Context: an optimization exercise on an open-source flow, tuned for small area and a short achievable clock period. The choices shown serve that exercise and are no tape-out recipe. No functional check of the RTL was part of any run shown here. Power and IR drop assume default switching activity.

<file path="config.mk">
export PLATFORM = sky130hd
export DESIGN_NAME = bcd_top
export DESIGN_NICKNAME = bcd_top
export VERILOG_FILES = /design/flow/design.v
export SDC_FILE = /design/flow/constraint.sdc
export NUM_CORES = 4
export LEC_CHECK = 0
export CAP_MARGIN = 20
export CORE_MARGIN = 2
export CORE_UTILIZATION = 65
export CTS_BUF_LIST = sky130_fd_sc_hd__clkbuf_4
export CTS_CLUSTER_SIZE = 40
export PLACE_DENSITY = 0.75
export SLEW_MARGIN = 20
</file>
<file path="constraint.sdc">
create_clock -name core_clock -period 12.0 [get_ports {clk}]
set_input_delay 2.4000 -clock core_clock [delete_from_list [all_inputs] [get_ports {clk}]]
set_output_delay 2.4000 -clock core_clock [all_outputs]
set_load 0.01 [all_outputs]
</file>
<file path="design.v">
module bcd_top (
  input  wire        clk,
  input  wire [15:0] bin_in,
  output reg  [18:0] bcd_out
);
  reg  [15:0] b_q;
  wire [18:0] p;
  binbcd16 u_conv (.B(b_q), .P(p));
  always @(posedge clk) begin
    b_q     <= bin_in;
    bcd_out <= p;
  end
endmodule

module binbcd16(B, P);
  input [15:0] B;
  output [18:0] P;
  wire w1;
  wire w2;
  wire w3;
  wire w4;
  wire w5;
  wire w6;
  wire w7;
  wire w8;
  wire w9;
  wire w10;
  wire w11;
  wire w12;
  wire w13;
  wire w14;
  wire w15;
  wire w16;
  wire w17;
  wire w18;
  wire w19;
  wire w20;
  wire w21;
  wire w22;
  wire w23;
  wire w24;
  wire w25;
  wire w26;
  wire w27;
  wire w28;
  wire w29;
  wire w30;
  wire w31;
  wire w32;
  wire w33;
  wire w34;
  wire w35;
  wire w36;
  wire w37;
  wire w38;
  wire w39;
  wire w40;
  wire w41;
  wire w42;
  wire w43;
  wire w44;
  wire w45;
  wire w46;
  wire w47;
  wire w48;
  wire w49;
  wire w50;
  wire w51;
  wire w52;
  wire w53;
  wire w54;
  wire w55;
  wire w56;
  wire w57;
  wire w58;
  wire w59;
  wire w60;
  wire w61;
  wire w62;
  wire w63;
  wire w64;
  wire w65;
  wire w66;
  wire w67;
  wire w68;
  wire w69;
  wire w70;
  wire w71;
  wire w72;
  wire w73;
  wire w74;
  wire w75;
  wire w76;
  wire w77;
  wire w78;
  wire w79;
  wire w80;
  wire w81;
  wire w82;
  wire w83;
  wire w84;
  wire w85;
  wire w86;
  wire w87;
  wire w88;
  wire w89;
  wire w90;
  wire w91;
  wire w92;
  wire w93;
  wire w94;
  wire w95;
  wire w96;
  wire w97;
  wire w98;
  wire w99;
  wire w100;
  wire w101;
  wire w102;
  wire w103;
  wire w104;
  wire w105;
  wire w106;
  wire w107;
  wire w108;
  wire w109;
  wire w110;
  wire w111;
  wire w112;
  wire w113;
  wire w114;
  wire w115;
  wire w116;
  wire w117;
  wire w118;
  wire w119;
  wire w120;
  wire w121;
  wire w122;
  wire w123;
  wire w124;
  wire w125;
  wire w126;
  wire w127;
  wire w128;
  wire w129;
  wire w130;
  wire w131;
  wire w132;
  wire w133;
  wire w134;
  wire w135;
  wire w136;
  wire w137;
  wire w138;
  wire w139;
  wire w140;
  wire w141;
  wire w142;
  wire w143;
  wire w144;
  wire w145;
  wire w146;
  wire w147;
  wire w148;
  wire w149;
  wire w150;
  wire w151;
  wire w152;
  wire w153;
  wire w154;
  wire w155;
  wire w156;
  wire w157;
  wire w158;
  wire w159;
  wire w160;
  wire w161;
  wire w162;
  wire w163;
  wire w164;
  wire w165;
  wire w166;
  wire w167;
  wire w168;
  wire w169;
  wire w170;
  wire w171;
  wire w172;
  wire w173;
  wire w174;
  wire w175;
  wire w176;
  wire w177;
  wire w178;
  wire w179;
  wire w180;
  wire w181;
  wire w182;
  wire w183;
  wire w184;
  wire w185;
  wire w186;
  wire w187;
  wire w188;
  wire w189;
  wire w190;
  wire w191;
  wire w192;
  wire w193;
  wire w194;
  wire w195;
  wire w196;
  wire w197;
  wire w198;
  wire w199;
  wire w200;
  wire w201;
  wire w202;
  wire w203;
  wire w204;
  wire w205;
  wire w206;
  wire w207;
  wire w208;
  wire w209;
  wire w210;
  wire w211;
  wire w212;
  wire w213;
  wire w214;
  wire w215;
  wire w216;
  wire w217;
  wire w218;
  wire w219;
  wire w220;
  wire w221;
  wire w222;
  wire w223;
  wire w224;
  wire w225;
  wire w226;
  wire w227;
  wire w228;
  wire w229;
  wire w230;
  wire w231;
  wire w232;
  wire w233;
  wire w234;
  wire w235;
  wire w236;
  wire w237;
  wire w238;
  wire w239;
  wire w240;
  wire w241;
  wire w242;
  wire w243;
  wire w244;
  wire w245;
  wire w246;
  wire w247;
  wire w248;
  wire w249;
  wire w250;
  wire w251;
  wire w252;
  wire w253;
  wire w254;
  wire w255;
  wire w256;
  wire w257;
  wire w258;
  wire w259;
  wire w260;
  wire w261;
  wire w262;
  wire w263;
  wire w264;
  wire w265;
  wire w266;
  wire w267;
  wire w268;
  wire w269;
  wire w270;
  wire w271;
  wire w272;
  wire w273;
  wire w274;
  wire w275;
  assign w1 = B[15] ? 1'b0 : 1'b1;
  assign w2 = B[15] ? 1'b1 : 1'b0;
  assign w3 = B[14] ? 1'b0 : w1;
  assign w4 = B[14] ? w1 : 1'b0;
  assign w5 = B[14] ? 1'b0 : w2;
  assign w6 = B[14] ? w2 : 1'b0;
  assign w7 = B[13] ? w5 : w3;
  assign w8 = B[13] ? w3 : w6;
  assign w9 = B[13] ? w6 : w4;
  assign w10 = B[13] ? w4 : 1'b0;
  assign w11 = B[13] ? 1'b0 : w5;
  assign w12 = w5 & B[13];
  assign w13 = w6 | w12;
  assign w14 = B[12] ? w9 : w7;
  assign w15 = B[12] ? w7 : w10;
  assign w16 = B[12] ? w10 : w8;
  assign w17 = B[12] ? w8 : w11;
  assign w18 = B[12] ? w11 : w9;
  assign w19 = w9 & B[12];
  assign w20 = w10 | w11 | w19;
  assign w21 = w13 ? 1'b0 : 1'b1;
  assign w22 = w13 ? 1'b1 : 1'b0;
  assign w23 = B[11] ? w16 : w14;
  assign w24 = B[11] ? w14 : w17;
  assign w25 = B[11] ? w17 : w15;
  assign w26 = B[11] ? w15 : w18;
  assign w27 = B[11] ? w18 : w16;
  assign w28 = w16 & B[11];
  assign w29 = w17 | w18 | w28;
  assign w30 = w20 ? 1'b0 : w21;
  assign w31 = w20 ? w21 : 1'b0;
  assign w32 = w20 ? 1'b0 : w22;
  assign w33 = w20 ? w22 : 1'b0;
  assign w34 = B[10] ? w25 : w23;
  assign w35 = B[10] ? w23 : w26;
  assign w36 = B[10] ? w26 : w24;
  assign w37 = B[10] ? w24 : w27;
  assign w38 = B[10] ? w27 : w25;
  assign w39 = w25 & B[10];
  assign w40 = w26 | w27 | w39;
  assign w41 = w29 ? w32 : w30;
  assign w42 = w29 ? w30 : w33;
  assign w43 = w29 ? w33 : w31;
  assign w44 = w29 ? w31 : 1'b0;
  assign w45 = w29 ? 1'b0 : w32;
  assign w46 = w32 & w29;
  assign w47 = w33 | w46;
  assign w48 = B[9] ? w36 : w34;
  assign w49 = B[9] ? w34 : w37;
  assign w50 = B[9] ? w37 : w35;
  assign w51 = B[9] ? w35 : w38;
  assign w52 = B[9] ? w38 : w36;
  assign w53 = w36 & B[9];
  assign w54 = w37 | w38 | w53;
  assign w55 = w40 ? w43 : w41;
  assign w56 = w40 ? w41 : w44;
  assign w57 = w40 ? w44 : w42;
  assign w58 = w40 ? w42 : w45;
  assign w59 = w40 ? w45 : w43;
  assign w60 = w43 & w40;
  assign w61 = w44 | w45 | w60;
  assign w62 = w47 ? 1'b0 : 1'b1;
  assign w63 = w47 ? 1'b1 : 1'b0;
  assign w64 = B[8] ? w50 : w48;
  assign w65 = B[8] ? w48 : w51;
  assign w66 = B[8] ? w51 : w49;
  assign w67 = B[8] ? w49 : w52;
  assign w68 = B[8] ? w52 : w50;
  assign w69 = w50 & B[8];
  assign w70 = w51 | w52 | w69;
  assign w71 = w54 ? w57 : w55;
  assign w72 = w54 ? w55 : w58;
  assign w73 = w54 ? w58 : w56;
  assign w74 = w54 ? w56 : w59;
  assign w75 = w54 ? w59 : w57;
  assign w76 = w57 & w54;
  assign w77 = w58 | w59 | w76;
  assign w78 = w61 ? 1'b0 : w62;
  assign w79 = w61 ? w62 : 1'b0;
  assign w80 = w61 ? 1'b0 : w63;
  assign w81 = B[7] ? w66 : w64;
  assign w82 = B[7] ? w64 : w67;
  assign w83 = B[7] ? w67 : w65;
  assign w84 = B[7] ? w65 : w68;
  assign w85 = B[7] ? w68 : w66;
  assign w86 = w66 & B[7];
  assign w87 = w67 | w68 | w86;
  assign w88 = w70 ? w73 : w71;
  assign w89 = w70 ? w71 : w74;
  assign w90 = w70 ? w74 : w72;
  assign w91 = w70 ? w72 : w75;
  assign w92 = w70 ? w75 : w73;
  assign w93 = w73 & w70;
  assign w94 = w74 | w75 | w93;
  assign w95 = w77 ? w80 : w78;
  assign w96 = w77 ? w78 : 1'b0;
  assign w97 = w77 ? 1'b0 : w79;
  assign w98 = w77 ? w79 : 1'b0;
  assign w99 = w77 ? 1'b0 : w80;
  assign w100 = w80 & w77;
  assign w101 = B[6] ? w83 : w81;
  assign w102 = B[6] ? w81 : w84;
  assign w103 = B[6] ? w84 : w82;
  assign w104 = B[6] ? w82 : w85;
  assign w105 = B[6] ? w85 : w83;
  assign w106 = w83 & B[6];
  assign w107 = w84 | w85 | w106;
  assign w108 = w87 ? w90 : w88;
  assign w109 = w87 ? w88 : w91;
  assign w110 = w87 ? w91 : w89;
  assign w111 = w87 ? w89 : w92;
  assign w112 = w87 ? w92 : w90;
  assign w113 = w90 & w87;
  assign w114 = w91 | w92 | w113;
  assign w115 = w94 ? w97 : w95;
  assign w116 = w94 ? w95 : w98;
  assign w117 = w94 ? w98 : w96;
  assign w118 = w94 ? w96 : w99;
  assign w119 = w94 ? w99 : w97;
  assign w120 = w97 & w94;
  assign w121 = w98 | w99 | w120;
  assign w122 = w100 ? 1'b0 : 1'b1;
  assign w123 = w100 ? 1'b1 : 1'b0;
  assign w124 = B[5] ? w103 : w101;
  assign w125 = B[5] ? w101 : w104;
  assign w126 = B[5] ? w104 : w102;
  assign w127 = B[5] ? w102 : w105;
  assign w128 = B[5] ? w105 : w103;
  assign w129 = w103 & B[5];
  assign w130 = w104 | w105 | w129;
  assign w131 = w107 ? w110 : w108;
  assign w132 = w107 ? w108 : w111;
  assign w133 = w107 ? w111 : w109;
  assign w134 = w107 ? w109 : w112;
  assign w135 = w107 ? w112 : w110;
  assign w136 = w110 & w107;
  assign w137 = w111 | w112 | w136;
  assign w138 = w114 ? w117 : w115;
  assign w139 = w114 ? w115 : w118;
  assign w140 = w114 ? w118 : w116;
  assign w141 = w114 ? w116 : w119;
  assign w142 = w114 ? w119 : w117;
  assign w143 = w117 & w114;
  assign w144 = w118 | w119 | w143;
  assign w145 = w121 ? 1'b0 : w122;
  assign w146 = w121 ? w122 : 1'b0;
  assign w147 = w121 ? 1'b0 : w123;
  assign w148 = B[4] ? w126 : w124;
  assign w149 = B[4] ? w124 : w127;
  assign w150 = B[4] ? w127 : w125;
  assign w151 = B[4] ? w125 : w128;
  assign w152 = B[4] ? w128 : w126;
  assign w153 = w126 & B[4];
  assign w154 = w127 | w128 | w153;
  assign w155 = w130 ? w133 : w131;
  assign w156 = w130 ? w131 : w134;
  assign w157 = w130 ? w134 : w132;
  assign w158 = w130 ? w132 : w135;
  assign w159 = w130 ? w135 : w133;
  assign w160 = w133 & w130;
  assign w161 = w134 | w135 | w160;
  assign w162 = w137 ? w140 : w138;
  assign w163 = w137 ? w138 : w141;
  assign w164 = w137 ? w141 : w139;
  assign w165 = w137 ? w139 : w142;
  assign w166 = w137 ? w142 : w140;
  assign w167 = w140 & w137;
  assign w168 = w141 | w142 | w167;
  assign w169 = w144 ? w147 : w145;
  assign w170 = w144 ? w145 : 1'b0;
  assign w171 = w144 ? 1'b0 : w146;
  assign w172 = w144 ? w146 : 1'b0;
  assign w173 = w144 ? 1'b0 : w147;
  assign w174 = w147 & w144;
  assign w175 = B[3] ? w150 : w148;
  assign w176 = B[3] ? w148 : w151;
  assign w177 = B[3] ? w151 : w149;
  assign w178 = B[3] ? w149 : w152;
  assign w179 = B[3] ? w152 : w150;
  assign w180 = w150 & B[3];
  assign w181 = w151 | w152 | w180;
  assign w182 = w154 ? w157 : w155;
  assign w183 = w154 ? w155 : w158;
  assign w184 = w154 ? w158 : w156;
  assign w185 = w154 ? w156 : w159;
  assign w186 = w154 ? w159 : w157;
  assign w187 = w157 & w154;
  assign w188 = w158 | w159 | w187;
  assign w189 = w161 ? w164 : w162;
  assign w190 = w161 ? w162 : w165;
  assign w191 = w161 ? w165 : w163;
  assign w192 = w161 ? w163 : w166;
  assign w193 = w161 ? w166 : w164;
  assign w194 = w164 & w161;
  assign w195 = w165 | w166 | w194;
  assign w196 = w168 ? w171 : w169;
  assign w197 = w168 ? w169 : w172;
  assign w198 = w168 ? w172 : w170;
  assign w199 = w168 ? w170 : w173;
  assign w200 = w168 ? w173 : w171;
  assign w201 = w171 & w168;
  assign w202 = w172 | w173 | w201;
  assign w203 = w174 ? 1'b0 : 1'b1;
  assign w204 = B[2] ? w177 : w175;
  assign w205 = B[2] ? w175 : w178;
  assign w206 = B[2] ? w178 : w176;
  assign w207 = B[2] ? w176 : w179;
  assign w208 = B[2] ? w179 : w177;
  assign w209 = w177 & B[2];
  assign w210 = w178 | w179 | w209;
  assign w211 = w181 ? w184 : w182;
  assign w212 = w181 ? w182 : w185;
  assign w213 = w181 ? w185 : w183;
  assign w214 = w181 ? w183 : w186;
  assign w215 = w181 ? w186 : w184;
  assign w216 = w184 & w181;
  assign w217 = w185 | w186 | w216;
  assign w218 = w188 ? w191 : w189;
  assign w219 = w188 ? w189 : w192;
  assign w220 = w188 ? w192 : w190;
  assign w221 = w188 ? w190 : w193;
  assign w222 = w188 ? w193 : w191;
  assign w223 = w191 & w188;
  assign w224 = w192 | w193 | w223;
  assign w225 = w195 ? w198 : w196;
  assign w226 = w195 ? w196 : w199;
  assign w227 = w195 ? w199 : w197;
  assign w228 = w195 ? w197 : w200;
  assign w229 = w195 ? w200 : w198;
  assign w230 = w198 & w195;
  assign w231 = w199 | w200 | w230;
  assign w232 = w202 ? 1'b0 : w203;
  assign w233 = w202 ? w203 : 1'b0;
  assign w234 = B[1] ? w206 : w204;
  assign w235 = B[1] ? w204 : w207;
  assign w236 = B[1] ? w207 : w205;
  assign w237 = B[1] ? w205 : w208;
  assign w238 = B[1] ? w208 : w206;
  assign w239 = w206 & B[1];
  assign w240 = w207 | w208 | w239;
  assign w241 = w210 ? w213 : w211;
  assign w242 = w210 ? w211 : w214;
  assign w243 = w210 ? w214 : w212;
  assign w244 = w210 ? w212 : w215;
  assign w245 = w210 ? w215 : w213;
  assign w246 = w213 & w210;
  assign w247 = w214 | w215 | w246;
  assign w248 = w217 ? w220 : w218;
  assign w249 = w217 ? w218 : w221;
  assign w250 = w217 ? w221 : w219;
  assign w251 = w217 ? w219 : w222;
  assign w252 = w217 ? w222 : w220;
  assign w253 = w220 & w217;
  assign w254 = w221 | w222 | w253;
  assign w255 = w224 ? w227 : w225;
  assign w256 = w224 ? w225 : w228;
  assign w257 = w224 ? w228 : w226;
  assign w258 = w224 ? w226 : w229;
  assign w259 = w224 ? w229 : w227;
  assign w260 = w227 & w224;
  assign w261 = w228 | w229 | w260;
  assign w262 = w231 ? 1'b0 : w232;
  assign w263 = w231 ? w232 : 1'b0;
  assign w264 = w231 ? 1'b0 : w233;
  assign w265 = w231 ? w233 : 1'b0;
  assign w266 = w235 | w237;
  assign w267 = w236 | w237;
  assign w268 = w242 | w244;
  assign w269 = w243 | w244;
  assign w270 = w249 | w251;
  assign w271 = w250 | w251;
  assign w272 = w256 | w258;
  assign w273 = w257 | w258;
  assign w274 = w263 | w265;
  assign w275 = w264 | w265;
  assign P = {w275, w274, w261, w259, w273, w272, w254, w252, w271, w270, w247, w245, w269, w268, w240, w238, w267, w266, B[0]};
endmodule
</file>
<file path="flow/run.sh">
#!/bin/bash
# Own layout flow: the standard ORFS flow, with these changes:
#  - synthesis maps the logic with flow/abc_area.script (area-oriented ABC
#    mapping) instead of ORFS's; everything else in synthesis is synth_recipe.tcl
#  - no half/full-adder extraction before ABC (ADDER_MAP_FILE empty)
#  - every port gets a $PORTBUF buffer
#  - placement/CTS/route timing repair aims at a setup margin of $MARGIN ns
set -uo pipefail
HERE=$(pwd)
source flow/params.sh
# scripts folder = ORFS scripts with our ABC script in place of abc_area.script
mkdir -p scripts_ovr
for f in "$FLOW_HOME"/scripts/*; do ln -sf "$f" scripts_ovr/; done
rm -f scripts_ovr/abc_area.script
cp flow/abc_area.script scripts_ovr/abc_area.script
{ echo "set ::env(SCRIPTS_DIR) $HERE/scripts_ovr"; cat synth_recipe.tcl; } > my_synth.tcl
bash standard.sh SYNTH_SCRIPT=$HERE/my_synth.tcl ADDER_MAP_FILE= ABC_AREA=1 ABC_CLOCK_PERIOD_IN_PS=$ABC_D synth > synth.log 2>&1 || { tail -50 synth.log; exit 1; }
bash standard.sh SETUP_SLACK_MARGIN=$MARGIN "BUFFER_PORTS_ARGS=-buffer_cell $PORTBUF" $EXTRA finish > finish.log 2>&1 || { tail -50 finish.log; exit 1; }
</file>
<file path="flow/abc_area.script">
strash
dc2
dch
map -D 2400
topo
stime -c
buffer -c
upsize -c
dnsize -c
</file>
<file path="flow/params.sh">
ABC_D=4000
MARGIN=0
EXTRA=""
PORTBUF=sky130_fd_sc_hd__buf_1
</file>
<file path="standard.sh">
#!/bin/bash
# synth_recipe.tcl (not shown) runs the flow's synth.tcl, then flattens the netlist and writes it again
# the make line also repeats each setting of config.mk as NAME=value (left out here)
make -C /OpenROAD-flow-scripts/flow DESIGN_CONFIG=/design/flow/config.mk WORK_HOME=/design/flow/orfs CLKGATE_MAP_FILE= SYNTH_SCRIPT=/design/flow/synth_recipe.tcl "${@:-finish}"
</file>
==> summary.txt, run 1 <==
Across the VDD grid, the largest voltage drop is 0.0842 mV. The clock latency at the later pin of the worst-skew pair is 0.34 ns. Shortest period the worst path allows: 3.60 ns. The worst hold path belongs to the class flip-flop to flip-flop.

The first global-routing pass estimated 9.74 mm of wire. Setup violations remaining at the end of the flow were counted as 0. After global routing the overflow that remains totals 0.

The number of flops mapped to enable cells by yosys came out at 0. The clock net in this run drives a total of 35 sinks. The maximum fanout along the worst path was 8.

The tools report the buffer type at the clock tree root as clkbuf_4. The final worst-path cycle share was 30.0%. The analysis attributes to cell leakage a power of 1.46 nW. Total number of yosys warnings: 1.

The die extent in x was 70.5 um. In the synthesized netlist the dominant register cell turns out to be dfxtp_1. For this block, the initial DRC count from the detailed router was 133.

For this configuration, the core starts out at a cell density of 66.9%. The nature of the critical path endpoint was a flip-flop. The vertical die dimension came out at 70.5 um. Across the run, the number of max-cap violations was 0. The maximum clock insertion buffer count is 2, and the cell count after placement is 544.

The run gives 0.882 as the final weighted congestion of routability-driven global placement. Data arrives at the worst endpoint at 3.84 ns. The slowest stage of the critical path belongs to the cell dfxtp_1. For the die area, the log shows 4970 sq um.

The run gives 0 as the number of max-slew violations in the final report. The routed length per placed instance was 9.95 um; the clock skew after layout was 0.00600 ns. The setup TNS is 0 ns, and the global router's overall resource usage is 23.3%. Clock tree synthesis inserted a total of 5 buffers. Buffers inserted to repair hold after CTS numbered 0.

The proportion of layout cells with a drive suffix above 1 is 15.0%, and the synthesized cell area is 2870 sq um. The total number of vias is 2,997. The number of global-route vias before repair came out at 2,558. Power spread over the standard cell area amounts to 207 nW/um^2.

The wire-length estimate of the detail-placed layout is 4.53 mm. The count of cells in the finished layout, fillers not included, comes to 552. The setup path with the least slack is of type flip-flop to flip-flop. The antenna violation net count after detailed routing is 0, and the number of DRC violations after detailed routing is 0.

Counting distinct cell types in the post-synthesis netlist gives 36. Most frequent cell on the critical path: nand2_1. For this run, asynchronously set or reset flops after synthesis account for 0%. When the netlist entered floorplanning its net count stood at 476.

Measured against its own limit, the worst slew margin works out to 71.2%. The number of I/O port buffers is 35. Static timing analysis puts the maximum clock frequency at 0.278 GHz.

The slew at the pin with the worst max-slew slack was 0.427 ns; the worst path required time was 12.24 ns. Pin placement for this block handled 36 I/O pins. After detailed routing, the number of vias per cell comes to 5.43. The critical path goes through nor2_1, nand2_1, o21ai_2, nand2_1, o21ai_1, o21ai_2, nand2_1, o21ai_2, nand3_2, o21ai_2, nand2_1, o21ai_1, and3_1, nand2_1, o21ai_1, nand2_1, o21ai_1, nand2_1, nand2_1, nor2_4, nand2_1, o211ai_1, o21a_1. After floorplanning, the core was sized to cover 4290 sq um. Wires add up to 5.49 mm. The tools report the diode insertion count for antenna repair as 0. Entering global routing, the biggest net connects 12 pins. Counting every instance in the synthesized netlist gives 459. For the number of endpoints with negative hold slack in the final report, the log shows 0. Compared with the post-synthesis result, the final layout area differs by 8.05%. The run finished with no timing, DRC or antenna violations.

The maximum cell stage delay along the critical path works out to 0.44 ns. The post-synthesis sequential element count was 35. The worst setup path is launched from a flip-flop. The initial antenna violation count came out at 0. The detailed-routing iteration count for the pre-antenna-repair pass was 4; the number of rows in the core area was 24.

TritonCTS built the clock tree. After synthesis, the mean cell area works out to 6.26 sq um. The tools report the fill cell instance count of the final layout as 386. Setup repair after global routing left no endpoint under its margin. CTS built an H-tree with a depth of 2. For the fraction of the yosys area taken by sequential cells, the log shows 24.4%. In this run, post-CTS repair resized a total of 0 instances.

The buffers inserted during post-CTS setup optimization is 0, and the clock transition time at the flip-flop clock pins of the worst setup and hold paths is 0.10 ns. Number of nets in the finished design: 516.
## cells in the mapped netlist (2+ instances only)
master | number | area (sq um)
a31oi_1 | 2 | 12.5
nand3_2 | 11 | 110
nand2_1 | 168 | 631
a21oi_2 | 3 | 26.3
o21bai_1 | 2 | 15.0
o21ai_1 | 42 | 210
buf_6 | 2 | 22.5
nand4_1 | 3 | 18.8
nor2_1 | 21 | 78.8
o21a_1 | 6 | 45.0
o21ai_0 | 26 | 130
o21ai_2 | 27 | 236
nand2_2 | 3 | 18.8
nand3_1 | 22 | 110
inv_1 | 33 | 124
inv_2 | 13 | 48.8
mux2i_1 | 2 | 20.0
nand3b_1 | 2 | 15.0
o211ai_1 | 6 | 45.0
a21oi_1 | 11 | 55.1
and3_1 | 3 | 18.8
nor3_2 | 2 | 20.0
dfxtp_1 | 35 | 701
nor2_4 | 2 | 22.5
## final timing paths
path	slack, ns	cells after the start	end	from
max	8.40	23	bcd_out[13]	b_q[14]
min	0.34	0	bcd_out[0]	b_q[0]
max reg2reg	8.40	23	bcd_out[13]	b_q[14]
min reg2reg	0.34	0	bcd_out[0]	b_q[0]
## cells by family (layout without fill, tap and decap cells)
kind of cell / Yosys count / after routing / synth area share, %
buffers and inverters: 48 / 89 / 6.79
AND/OR/NAND/NOR: 239 / 239 / 37.1
multiplexers: 2 / 2 / 0.697
flip-flops: 35 / 35 / 24.4
AO/OA/AOI/OAI: 135 / 135 / 31.0
## flip-flops by register name, summed over array words and instances, names as in the netlist
signal	flops
bcd_out	19
b_q	16
## cell usage in the layout (no fill, tap or decap), types with 2 or more instances in the layout
cell type	Yosys	final
nand4_1	3	3
nand3_1	22	22
nand2_2	3	3
mux2i_1	2	2
and3_1	3	3
nor2_4	2	2
clkbuf_4	0	6
buf_1	0	35
nand3_2	11	11
nand2_1	168	168
a21oi_1	11	11
nor2_1	21	21
o21bai_1	2	2
o21ai_0	26	26
a21oi_2	3	3
o211ai_1	6	6
o21ai_2	27	27
inv_2	13	13
nor3_2	2	2
o21a_1	6	6
inv_1	33	33
dfxtp_1	35	35
o21ai_1	42	42
a31oi_1	2	2
nand3b_1	2	2
## power by group
group | internal [W] | switching, W | leakage [nW]
logic | 0.000151 | 0.000270 | 1.13
registers | 0.000149 | 0.00000904 | 0.295
clock network | 0.0000248 | 0.0000396 | 0.0317
total | 0.000324 | 0.000318 | 1.46
## stage by stage
stage               hold slack, ns  area [sq um]  utilization (%)  setup slack (ns)  total power, W
finish                       0.344          3110             72.3              8.40        0.000643
detailed placement           0.326          3050             71.0              8.48        0.000579
global route                 0.355          3110             72.3              7.93        0.000711
global placement             0.314          3050             71.0              8.54        0.000570
floorplan                    0.310          2870                -              8.89        0.000505
CTS                          0.352          3110             72.3              8.46        0.000645
## layer usage
metal  GRT usage, %  up-vias  share of wire (%)
li1               -     1635                  -
met5              0        -                  0
met1           28.2     1301                 48
met3           4.33        8                3.8
met2           41.1       53                 47
met4           8.12        0                1.5
## worst max-delay path, delay by kind of cell (launching register included)
family / cells / cell delay (ns)
AO/OA/AOI/OAI: 10 / 1.45
flip-flops: 1 / 0.44
AND/OR/NAND/NOR: 13 / 1.60
## area by class of cell
cell class                 instances  area (sq um)  share of cell area [%]
clock inverter                     2          12.5                   0.403
timing repair buffer              35           131                    4.23
multi-input combinational        376          1980                    63.7
inverter                          46           173                    5.56
tap                               52          65.1                    2.10
clock buffer                       6          45.0                    1.45
sequential                        35           701                    22.6
==> run 2, diff against run 1 <==
==> flow/abc_area.script (replaced) <==
strash
dc2
dch
map -D 2400
topo
stime -c
upsize -c
dnsize -c
==> run 2 against run 1 <==
Compared with the run above: die area decreased by 3.2%; critical path depth decreased by 1; largest cell class unchanged; first-iteration DRC count increased by 6.0%; sequential share of layout area increased by 0.44 points; routed wire length increased by 4.9%.
==> summary.txt, run 2 <==
The critical path is of the flip-flop to flip-flop type. The maximum cell stage delay along the critical path came out at 0.45 ns (about the same). STA classifies the critical path endpoint as a flip-flop.

Number of flip-flops in the largest register: 19 (unchanged). The async set-or-reset flop fraction in the synthesized netlist came out at 0% (unchanged). The number of I/O port buffers is 35 (unchanged), and the number of violations reported at the end of detailed-routing iteration 0 is 141 (+6.0%).

Placeable core area: 4060 sq um (-5.5%). The primary flip-flop cell chosen by synthesis mapping was dfxtp_1. The clock latency at the later pin of the worst-skew pair was 0.34 ns (about the same); the max-cap check violation count was 0 (unchanged). Total number of vias: 3,027 (+1.0%). The final HPWL from detailed placement was 4.65 mm (+2.8%). For the I/O pin total, the log shows 36 (unchanged). The number of max-slew violations in the final report came out at 0 (unchanged). Total number of yosys warnings: 1 (unchanged).

The largest individual stage delay along the critical path comes from the cell dfxtp_1. The critical path goes through nand2_1, o21ai_1, nand2_1, o21ai_1, nand2_1, nand2_1, nand2_1, o21ai_1, o21ai_1, o21ai_0, o21ai_1, o21ai_1, nand2_1, nand3_1, inv_2, o21ai_1, inv_2, nand3_1, o211ai_2, nand3_1, nand4_1, o21a_1. Clock tree synthesis selected as its root buffer the cell clkbuf_4.

In the layout the commonest cells are 171 x nand2_1, 58 x o21ai_1, 35 x dfxtp_1, 35 x buf_1. Worst path required time: 12.24 ns (about the same). The run gives 0 (unchanged) as the number of gates given a new drive strength after cts. The tools report the detailed-routing iteration count for the pre-antenna-repair pass as 4 (unchanged).

The final weighted congestion of routability-driven global placement was 0.839 (-4.9%). TritonCTS built the clock tree. The area added between synthesis and finish is 9.74%. The run gives 4810 sq um (-3.2%) as the die area.

For the fill cell instance count of the final layout, the log shows 340 (-12%). The cell that appears most often on the critical path is o21ai_1. Most common cell after layout, fill and taps aside: nand2_1. The pin count of the biggest net entering global routing is 12 (unchanged), and the count of hold-fix buffers inserted at cts is 0 (unchanged). The power density normalized to cell area was 216 nW/um^2 (+4.5%); the antenna violation net count after detailed routing was 0 (unchanged). The fraction of the yosys area taken by sequential cells came out at 25.2% (+0.87 points). The run gives 35 (unchanged) as the number of sinks on the clock net. In the synthesized netlist, the cells that appear most often are 171 x nand2_1, 58 x o21ai_1, 35 x dfxtp_1, 25 x inv_2, 25 x nand3_1. The biggest area contributor in the post-synthesis netlist is dfxtp_1. Clock transition time at the flip-flop clock pins of the worst setup and hold paths: 0.11 ns (about the same).

The post-synthesis sequential element count is 35 (unchanged), and the number of endpoints with negative hold slack in the final report is 0 (unchanged). The worst slack at placement is 8.30 ns (-0.183 ns), and the proportion of layout cells with a drive suffix above 1 is 13.8% (-1.2 points). The vertical die dimension is 69.3 um (-1.6%). The path class of the tightest hold or removal check is flip-flop to flip-flop. By area the synthesized netlist is led by dfxtp_1 25%, nand2_1 23%, o21ai_1 10%. The mean cell area of the mapped netlist is 6.07 sq um (-3.0%). Global router's overall resource usage: 25.7% (+2.4 points). The maximum fanout along the worst path is 7 (-1).

More flip-flops sit in one register than any other, and that register is bcd_out. The diode insertion count for antenna repair was 0 (unchanged). The largest registers in the layout are bcd_out: 19 flops, b_q: 16 flops. The final worst-path cycle share was 31.1% (+1.1 points); the total length of routed wires was 5.76 mm (+4.9%). The run finished with no timing, DRC or antenna violations.

The run gives 457 (-0.44%) as the cell count after synthesis. For the worst vdd rail ir drop, the log shows 0.112 mV (+33%). The remaining global-route overflow came out at 0 (unchanged). The number of DRC violations after detailed routing is 0 (unchanged), and the static power due to leakage is 1.36 nW (-6.7%). The number of flops mapped to enable cells by yosys was 0 (unchanged); the relative slew slack was 73.3% (+2.1 points).

The H-tree depth is 2 (unchanged). The die extent in x works out to 69.3 um (-1.6%). The setup TNS came out at 0 ns (unchanged). STA classifies the critical path startpoint as a flip-flop. Synthesized cell area: 2780 sq um (-3.4%). Among all cell types in the netlist, the one instantiated most often is nand2_1.

The number of nets in the finished design came out at 516 (unchanged). Final setup slack of the worst path: 8.27 ns (-0.132 ns). The final setup violation count came out at 0 (unchanged). The tools report the initial antenna violation count as 0 (unchanged). The first-pass GRT wire length is 10.6 mm (+8.4%), and the shortest period the worst path allows is 3.73 ns (+0.132 ns). The synthesized netlist net count is 474 (-0.42%), and the number of rows in the core area is 23 (-4.2%). The logs give 5 (unchanged) for the CTS buffer count and 35 (-2.8%) for the distinct cell type count after synthesis.

The arrival time at the worst endpoint is 3.97 ns (+0.13 ns), and the maximum clock insertion buffer count is 2 (unchanged). The clock skew after layout is 0.00777 ns (+0.00177 ns), and the achievable frequency is 0.268 GHz (-3.5%). The buffers inserted during post-CTS setup optimization came out at 0 (unchanged).

Setup repair after global routing left no endpoint under its margin. The area share of the largest cell type after synthesis is 25.2% (+0.87 points). Number of global-route vias before repair: 2,692 (+5.2%). The run gives 68.4% (+1.5 points) as the effective utilization at floorplan. The via density per instance is 5.50 (+1.4%). The routed length per placed instance is 10.5 um (+5.3%), and the slew at the pin with the worst max-slew slack is 0.398 ns (-0.0290 ns).
-- run 2: cells by family after synthesis --
| kind of cell | Yosys count | share of synthesized area (%) |
|---|---|---|
| flops | 35 | 25.2 |
| compound gates | 135 | 30.4 |
| mux | 2 | 0.721 |
| buf+inv | 46 | 6.22 |
| simple gates | 239 | 37.4 |
-- run 2: per-layer routing --
layer / GRT usage [%] / vias up / part of all wire (%) / wire [um]
li1: - / 1633 / - / -
met1: 31.8 / 1307 / 48 / 2770
met2: 45.3 / 70 / 46 / 2640
met3: 4.51 / 17 / 4.1 / 236
met4: 7.84 / 0 / 2.1 / 119
met5: 0 / - / 0 / 0
-- run 2: cell type report --
type,instances,area (sq um),area share [%]
multi-input combinational,376,1900,62.4
timing repair buffer,35,131,4.31
tap,50,62.6,2.05
clock buffer,5,37.5,1.23
inverter,46,173,5.67
clock inverter,3,38.8,1.27
sequential,35,701,23.0
-- run 2: power by group --
group | internal, W | switching (W)
Combinational | 0.000147 | 0.000270
Sequential | 0.000149 | 0.00000976
Clock | 0.0000428 | 0.0000404
-- run 2: final timing paths --
kind / slack, ns / end / start / cells after the start
worst max-delay path: 8.27 / bcd_out[13] / b_q[14] / 22
worst min-delay path: 0.34 / bcd_out[0] / b_q[0] / 0
worst max register to register: 8.27 / bcd_out[13] / b_q[14] / 22
worst min register to register: 0.34 / bcd_out[0] / b_q[0] / 0
-- run 2: worst max-delay path, delay by kind of cell (launching register included) --
family	cells	cell delay [ns]
compound gates	10	1.75
simple gates	10	1.30
flops	1	0.45
buf+inv	2	0.14
-- run 2: stage by stage --
| stage | util, % | total power [W] | cells | hold WS [ns] | instance area [sq um] |
|---|---|---|---|---|---|
| floorplan | - | 0.000493 | 457 | 0.310 | 2780 |
| CTS | 75.1 | 0.000658 | 550 | 0.350 | 3050 |
| detailed placement | 73.2 | 0.000572 | 542 | 0.324 | 2970 |
| global placement | 73.2 | 0.000559 | 542 | 0.316 | 2970 |
| global route | 75.1 | 0.000725 | 550 | 0.360 | 3050 |
| finish | 75.1 | 0.000659 | 550 | 0.342 | 3050 |

==> afterwards: timing with drivers on the ports <==
The flow's constraints put no driver on any port. The routed layouts listed below were extracted and timed again, unchanged, in two steps.
Step 1 assumes that a clkbuf_16 drives the clock port and a buf_2 every other input.
Step 2 moves the port delays by t, midway between the first and last clock arrival at a register: inputs arrive t later, outputs are due t later. That takes back most of the time a late clock gives input paths.
Slacks: no drivers / after step 1 / after step 2; pairs: no drivers / after step 1.
run	t (ns)	setup slack, ns	clock arrival spread, ns
run 1	0.364	8.398 / 8.398 / 8.398	0.006 / 0.006
run 2	0.360	8.266 / 8.266 / 8.266	0.007 / 0.008
After both steps every run listed still meets setup and hold.
